This design comes from an exercise in tuning for small area and a short achievable clock period on the open sky130 flow, not from production work. Function was checked by simulation only, so behaviour that the tests miss may differ from the original. Power is estimated from default activity; no workload was simulated.

== north ==
==> flow/design.v <==
module alu (
    input  logic [63:0] fwd,
    input  logic [63:0] opA,
    input  logic [63:0] opX,
    input  logic        fwdA,
    input  logic        selFp,
    input  logic        selFn,
    input  logic        selX,
    input  logic        arith,
    input  logic        andOp,
    input  logic        orrOp,
    input  logic        sub,
    output logic [63:0] result
);
  logic [63:0] a, b;
  logic [64:0] sum;
  assign a = fwdA ? fwd : opA;
  assign b = ({64{selFp}} & fwd) | ({64{selFn}} & ~fwd) | ({64{selX}} & opX);
  assign sum = {a, sub} + {b, sub};
  assign result = ({64{arith}} & sum[64:1]) | ({64{andOp}} & a & b) | ({64{orrOp}} & (a | b));
endmodule
module processor_arm #(
    parameter N = 64
) (
    input logic CLOCK_50,
    reset,
    output logic [N-1:0] DM_writeData,
    DM_addr,
    output logic DM_writeEnable,
    output logic DM_readEnable,
    input logic [N-1:0] DM_readData,
    output logic [N-1:0] IM_addr,
    input logic [31:0] IM_readData
);
  logic clk;
  assign clk = CLOCK_50;
  logic [63:2] pc;
  logic isLDUR, isSTUR, isCBZ, isMOVZ, isADD, isSUB, isAND, isORR;
  logic [23:21] opD;
  logic [20:0] fldD;
  logic [4:0] rmD;
  logic cbzA;   
  logic bypLdA, bypAluA, keepA, bypLdB, bypAluB, keepB;
  logic [63:2] pcD;
  logic regWriteE, memReadE, memWriteE, branchE;
  logic fwdAE, fwdBE, selBFpE, selBFnE, selBXE, andE, orrE, subE, arithE;
  logic [4:0] rdE;
  logic [63:0] opAE, opBE, opXE;
  logic regWriteM, memReadM, memWriteM, takenM, loadWbM;
  logic [4:0] rdM;
  logic [63:0] aluM, wdM;
  logic [30:0][63:0] R;
  logic [30:0] valid;
  logic stall;
  always_ff @(posedge clk or posedge reset)
    if (reset) pc <= '0;
    else if (!stall) pc <= takenM ? aluM[63:2] : pc + 62'd1;
  assign IM_addr = {pc, 2'b00};
  logic [10:0] opF;
  logic isSTURF, isCBZF, isMOVZF;
  assign opF = IM_readData[31:21];
  assign isSTURF = opF == 11'b11111000000;
  assign isCBZF = opF[10:3] == 8'b10110100;
  assign isMOVZF = opF[10:2] == 9'b110100101;
  always_ff @(posedge clk or posedge reset)
    if (reset) begin
      isLDUR <= 1'b0;
      isSTUR <= 1'b0;
      isCBZ  <= 1'b0;
      isMOVZ <= 1'b0;
      isADD  <= 1'b0;
      isSUB  <= 1'b0;
      isAND  <= 1'b0;
      isORR  <= 1'b0;
    end else if (!stall) begin
      isLDUR <= opF == 11'b11111000010;
      isSTUR <= isSTURF;
      isCBZ  <= isCBZF;
      isMOVZ <= isMOVZF;
      isADD  <= opF == 11'b10001011000;
      isSUB  <= opF == 11'b11001011000;
      isAND  <= opF == 11'b10001010000;
      isORR  <= opF == 11'b10101010000;
    end
  logic [4:0] rnNext, rmNext;
  assign rnNext = stall ? fldD[9:5] : IM_readData[9:5];
  assign rmNext = stall ? rmD :
      (isSTURF || isCBZF || isMOVZF) ? IM_readData[4:0] : IM_readData[20:16];
  always_ff @(posedge clk)
    if (!stall) begin
      opD  <= IM_readData[23:21];
      fldD <= IM_readData[20:0];
      pcD  <= pc;
      cbzA <= isCBZF;
    end
  always_ff @(posedge clk) rmD <= rmNext;
  logic isR;
  assign isR = isADD | isSUB | isAND | isORR;
  logic [4:0] rnD, rdD;
  assign rnD = fldD[9:5];
  assign rdD = fldD[4:0];
  assign stall = memReadE && (rnD == rdE || rmD == rdE);
  logic [63:0] wbM;
  logic weRF;
  assign wbM  = loadWbM ? DM_readData : aluM;
  assign weRF = regWriteM && rdM != 5'd31;
  logic noRegA;
  logic [30:0] selA, selB;
  logic [63:0] rdA, rdB;
  logic [4:0] lowA, lowB;
  assign noRegA = isCBZ | isMOVZ;
  logic noRegNext;
  logic [30:0] validNext, selANext, selBNext;
  logic [4:0] lowANext, lowBNext;
  assign noRegNext = stall ? noRegA : (isCBZF || isMOVZF);
  for (genvar k = 0; k < 31; k++) begin : g_sel
    assign validNext[k] = valid[k] || (weRF && rdM == 5'(k));
    assign selANext[k]  = rnNext == 5'(k) && validNext[k] && !noRegNext;
    assign selBNext[k]  = rmNext == 5'(k) && validNext[k];
  end
  logic [31:0] validNext32;
  assign validNext32 = {1'b1, validNext};   
  assign lowANext = (!validNext32[rnNext] && !noRegNext) ? rnNext : 5'd0;
  assign lowBNext = !validNext32[rmNext] ? rmNext : 5'd0;
  logic hitA, hitB;
  assign hitA = regWriteE && rdE != 5'd31 && rdE == rnNext && !noRegNext;
  assign hitB = regWriteE && rdE != 5'd31 && rdE == rmNext;
  always_ff @(posedge clk) begin
    bypLdA  <= hitA && memReadE;
    bypAluA <= hitA && !memReadE;
    keepA   <= !hitA;
    bypLdB  <= hitB && memReadE;
    bypAluB <= hitB && !memReadE;
    keepB   <= !hitB;
    selA <= selANext;
    selB <= selBNext;
    lowA <= lowANext;
    lowB <= lowBNext;
  end
  logic [63:0] treeA, treeB;
  always_comb begin
    treeA = {64{cbzA}} & {pcD, 2'b00};
    treeB = '0;
    for (int k = 0; k < 31; k++) begin
      treeA = treeA | ({64{selA[k]}} & R[k]);
      treeB = treeB | ({64{selB[k]}} & R[k]);
    end
    treeA[4:0] = treeA[4:0] | lowA;
    treeB[4:0] = treeB[4:0] | lowB;
  end
  assign rdA = ({64{bypLdA}} & DM_readData) | ({64{bypAluA}} & aluM) | ({64{keepA}} & treeA);
  assign rdB = ({64{bypLdB}} & DM_readData) | ({64{bypAluB}} & aluM) | ({64{keepB}} & treeB);
  logic [63:0] immD;
  always_comb
    if (isMOVZ) immD = {48'd0, fldD[20:5]} << {opD[22:21], 4'd0};
    else if (isCBZ) immD = {{43{opD[23]}}, opD[23:21], fldD[20:5], 2'b00};
    else immD = {{55{fldD[20]}}, fldD[20:12]};
  always_ff @(posedge clk or posedge reset)
    if (reset) begin
      regWriteE <= 1'b0;
      memReadE  <= 1'b0;
      memWriteE <= 1'b0;
      branchE   <= 1'b0;
    end else begin
      regWriteE <= !stall && (isLDUR || isR || isMOVZ);
      memReadE  <= !stall && isLDUR;
      memWriteE <= !stall && isSTUR;
      branchE   <= !stall && isCBZ;
    end
  always_ff @(posedge clk) begin
    fwdAE   <= regWriteE && rdE != 5'd31 && rdE == rnD && !noRegA;
    fwdBE   <= regWriteE && rdE != 5'd31 && rdE == rmD;
    selBFpE <= (isADD || isAND || isORR) && regWriteE && rdE != 5'd31 && rdE == rmD;
    selBFnE <= isSUB && regWriteE && rdE != 5'd31 && rdE == rmD;
    selBXE  <= !(isR && regWriteE && rdE != 5'd31 && rdE == rmD);
    arithE  <= !(isAND || isORR);
    andE    <= isAND;
    orrE    <= isORR;
    subE    <= isSUB;
    rdE     <= rdD;
    opAE    <= rdA;
    opBE    <= rdB;
    opXE    <= isR ? (isSUB ? ~rdB : rdB) : immD;
  end
  logic [63:0] bfE, resE;
  assign bfE = fwdBE ? aluM : opBE;
  alu ALU (
      .fwd   (aluM),
      .opA   (opAE),
      .opX   (opXE),
      .fwdA  (fwdAE),
      .selFp (selBFpE),
      .selFn (selBFnE),
      .selX  (selBXE),
      .arith (arithE),
      .andOp (andE),
      .orrOp (orrE),
      .sub   (subE),
      .result(resE)
  );
  always_ff @(posedge clk or posedge reset)
    if (reset) begin
      regWriteM <= 1'b0;
      loadWbM   <= 1'b0;
      memReadM  <= 1'b0;
      memWriteM <= 1'b0;
      takenM    <= 1'b0;
    end else begin
      regWriteM <= regWriteE;
      loadWbM   <= memReadE && rdE != 5'd31;   
      memReadM  <= memReadE;
      memWriteM <= memWriteE;
      takenM    <= branchE && bfE == 64'd0;
    end
  always_ff @(posedge clk) begin
    rdM  <= rdE;
    aluM <= resE;
    wdM  <= bfE;
  end
  assign DM_addr = aluM;
  assign DM_writeData = wdM;
  assign DM_writeEnable = memWriteM;
  assign DM_readEnable = memReadM;
  for (genvar k = 0; k < 31; k++) begin : g_rf
    always_ff @(posedge clk) if (weRF && rdM == 5'(k)) R[k] <= wbM;
    always_ff @(posedge clk or posedge reset)
      if (reset) valid[k] <= 1'b0;
      else valid[k] <= validNext[k];
  end
endmodule
export LEC_CHECK = 0
export CAP_MARGIN = 30
export CORE_MARGIN = 2
export CORE_UTILIZATION = 45
export CTS_CLUSTER_DIAMETER = 100
export CTS_CLUSTER_SIZE = 20
export PLACE_DENSITY = 0.55
export SETUP_SLACK_MARGIN = 5
export SLEW_MARGIN = 40
create_clock -name core_clock -period 8.5 [get_ports {CLOCK_50}]
standard.sh (not shown) runs the stock make flow with config.mk's settings and CLKGATE_MAP_FILE= SYNTH_SCRIPT=/design/flow/synth_recipe.tcl, a recipe that flattens the netlist after the stock synthesis.
==> flow/flow/run.sh <==
#!/bin/bash
# Layout flow: the standard ORFS flow (standard.sh) with these changes:
#  - synthesis keeps the ALU (alu.sv, no registers) as its own module until the end,
#    maps it with ABC's delay-driven "map" (flow/abc_alu.script), and maps the rest with
#    flow/abc_top.script; the design is flattened afterwards as usual (synth_recipe.tcl),
#    so the registers are the standard synthesis's;
#  - input and output ports are buffered with buf_4;
#  - timing repair aims at a setup margin of 5.15 ns.
# ORFS writes each tool's log under orfs/logs; make's own output goes to flow.log.
set -euo pipefail
here=$(pwd)
rm -rf "$here/scripts_mod"
cp -r "$FLOW_HOME/scripts" "$here/scripts_mod"
python3 "$here/flow/patch_synth.py" "$here/scripts_mod/synth.tcl"
bash standard.sh \
  SCRIPTS_DIR="$here/scripts_mod" \
  SYNTH_HIERARCHICAL=1 \
  FAST_ABC_MODULES=alu \
  FAST_ABC_SCRIPT="$here/flow/abc_alu.script" \
  TOP_ABC_SCRIPT="$here/flow/abc_top.script" \
  BUFFER_PORTS_ARGS="-buffer_cell sky130_fd_sc_hd__buf_4" \
  SETUP_SLACK_MARGIN=5.15 \
  finish > "$here/flow.log" 2>&1
==> flow/flow/abc_alu.script <==
strash
dch
map -D 1000
buffer -c
topo
stime -c
upsize -c
dnsize -c
==> flow/flow/abc_top.script <==
strash
dch
map -D 1500
buffer -c
topo
stime -c
upsize -c
dnsize -c
==> flow/flow/patch_synth.py <==
# Patch ORFS synth.tcl (copy) so that the modules in FAST_ABC_MODULES are mapped with
# FAST_ABC_SCRIPT and the top module with TOP_ABC_SCRIPT, instead of one ABC run for all.
import sys
p = sys.argv[1]
s = open(p).read()
old = """  log_cmd abc {*}$abc_args
} else {"""
new = """  if { [env_var_exists_and_non_empty FAST_ABC_MODULES] } {
    set map_args [lrange $abc_args 2 end]
    foreach m $::env(FAST_ABC_MODULES) {
      log_cmd abc -script $::env(FAST_ABC_SCRIPT) {*}$map_args $m
    }
    log_cmd abc -script $::env(TOP_ABC_SCRIPT) {*}$map_args $::env(DESIGN_NAME)
  } else {
    log_cmd abc {*}$abc_args
  }
} else {"""
assert s.count(old) == 1
open(p, 'w').write(s.replace(old, new))
Changes in south relative to north:
- SLEW_MARGIN changed from 40 to 25
- CAP_MARGIN changed from 30 to 20
diff --git a/flow/flow/run.sh b/flow/flow/run.sh
--- a/flow/flow/run.sh
+++ b/flow/flow/run.sh
@@ -8 +8 @@
-#  - timing repair aims at a setup margin of 5.15 ns.
+#  - timing repair aims at a setup margin of 5.45 ns.
@@ -22 +22 @@
-  SETUP_SLACK_MARGIN=5.15 \
+  SETUP_SLACK_MARGIN=5.45 \
The met3 layer wire length in the routed design in south sits about 12% above the value recorded for north.
Higher number of nets in the layout among north and south: south
south consumes more power than north does.
Relative to north, area growth from synthesis to layout has increased by 9.0 points in south.
Design area ended up about 8% higher on south than on north.
NOTE: total number of cells along the worst setup path in south falls short of that of north
south supports a higher top clock frequency than north.
The reported sequential group power on south is in line with that on north.
Power per cell area in south is 11 nW/µm² lower than in north
Re total count of hold-check failures in the final report: no difference whatsoever between south and north.

## afterwards: timing with drivers on the ports
In the flow no input, the clock included, has a driving cell. The finished layouts below were timed again as built, in two steps. Step 1, drivers: a clkbuf_16 drives CLOCK_50 and a buf_2 each remaining input, both assumed. Step 2 moves the port delays by t, midway between the first and last clock arrival at a register: inputs arrive t later, outputs are due t later. That takes back most of the time a late clock gives input paths. a / b / c = ideal ports / drivers / drivers and shift; a / b = the first two.
run	t, ns	slack for setup (ns)	worst setup path after step 2
north	0.976	4.856 / 4.856 / 4.404	input to register
south	1.003	5.174 / 5.061 / 4.397	input to register
After both steps every run listed still meets setup and hold. The setup slack of south, which loses most, moves by -0.113 ns with the drivers and by -0.777 ns with both steps.
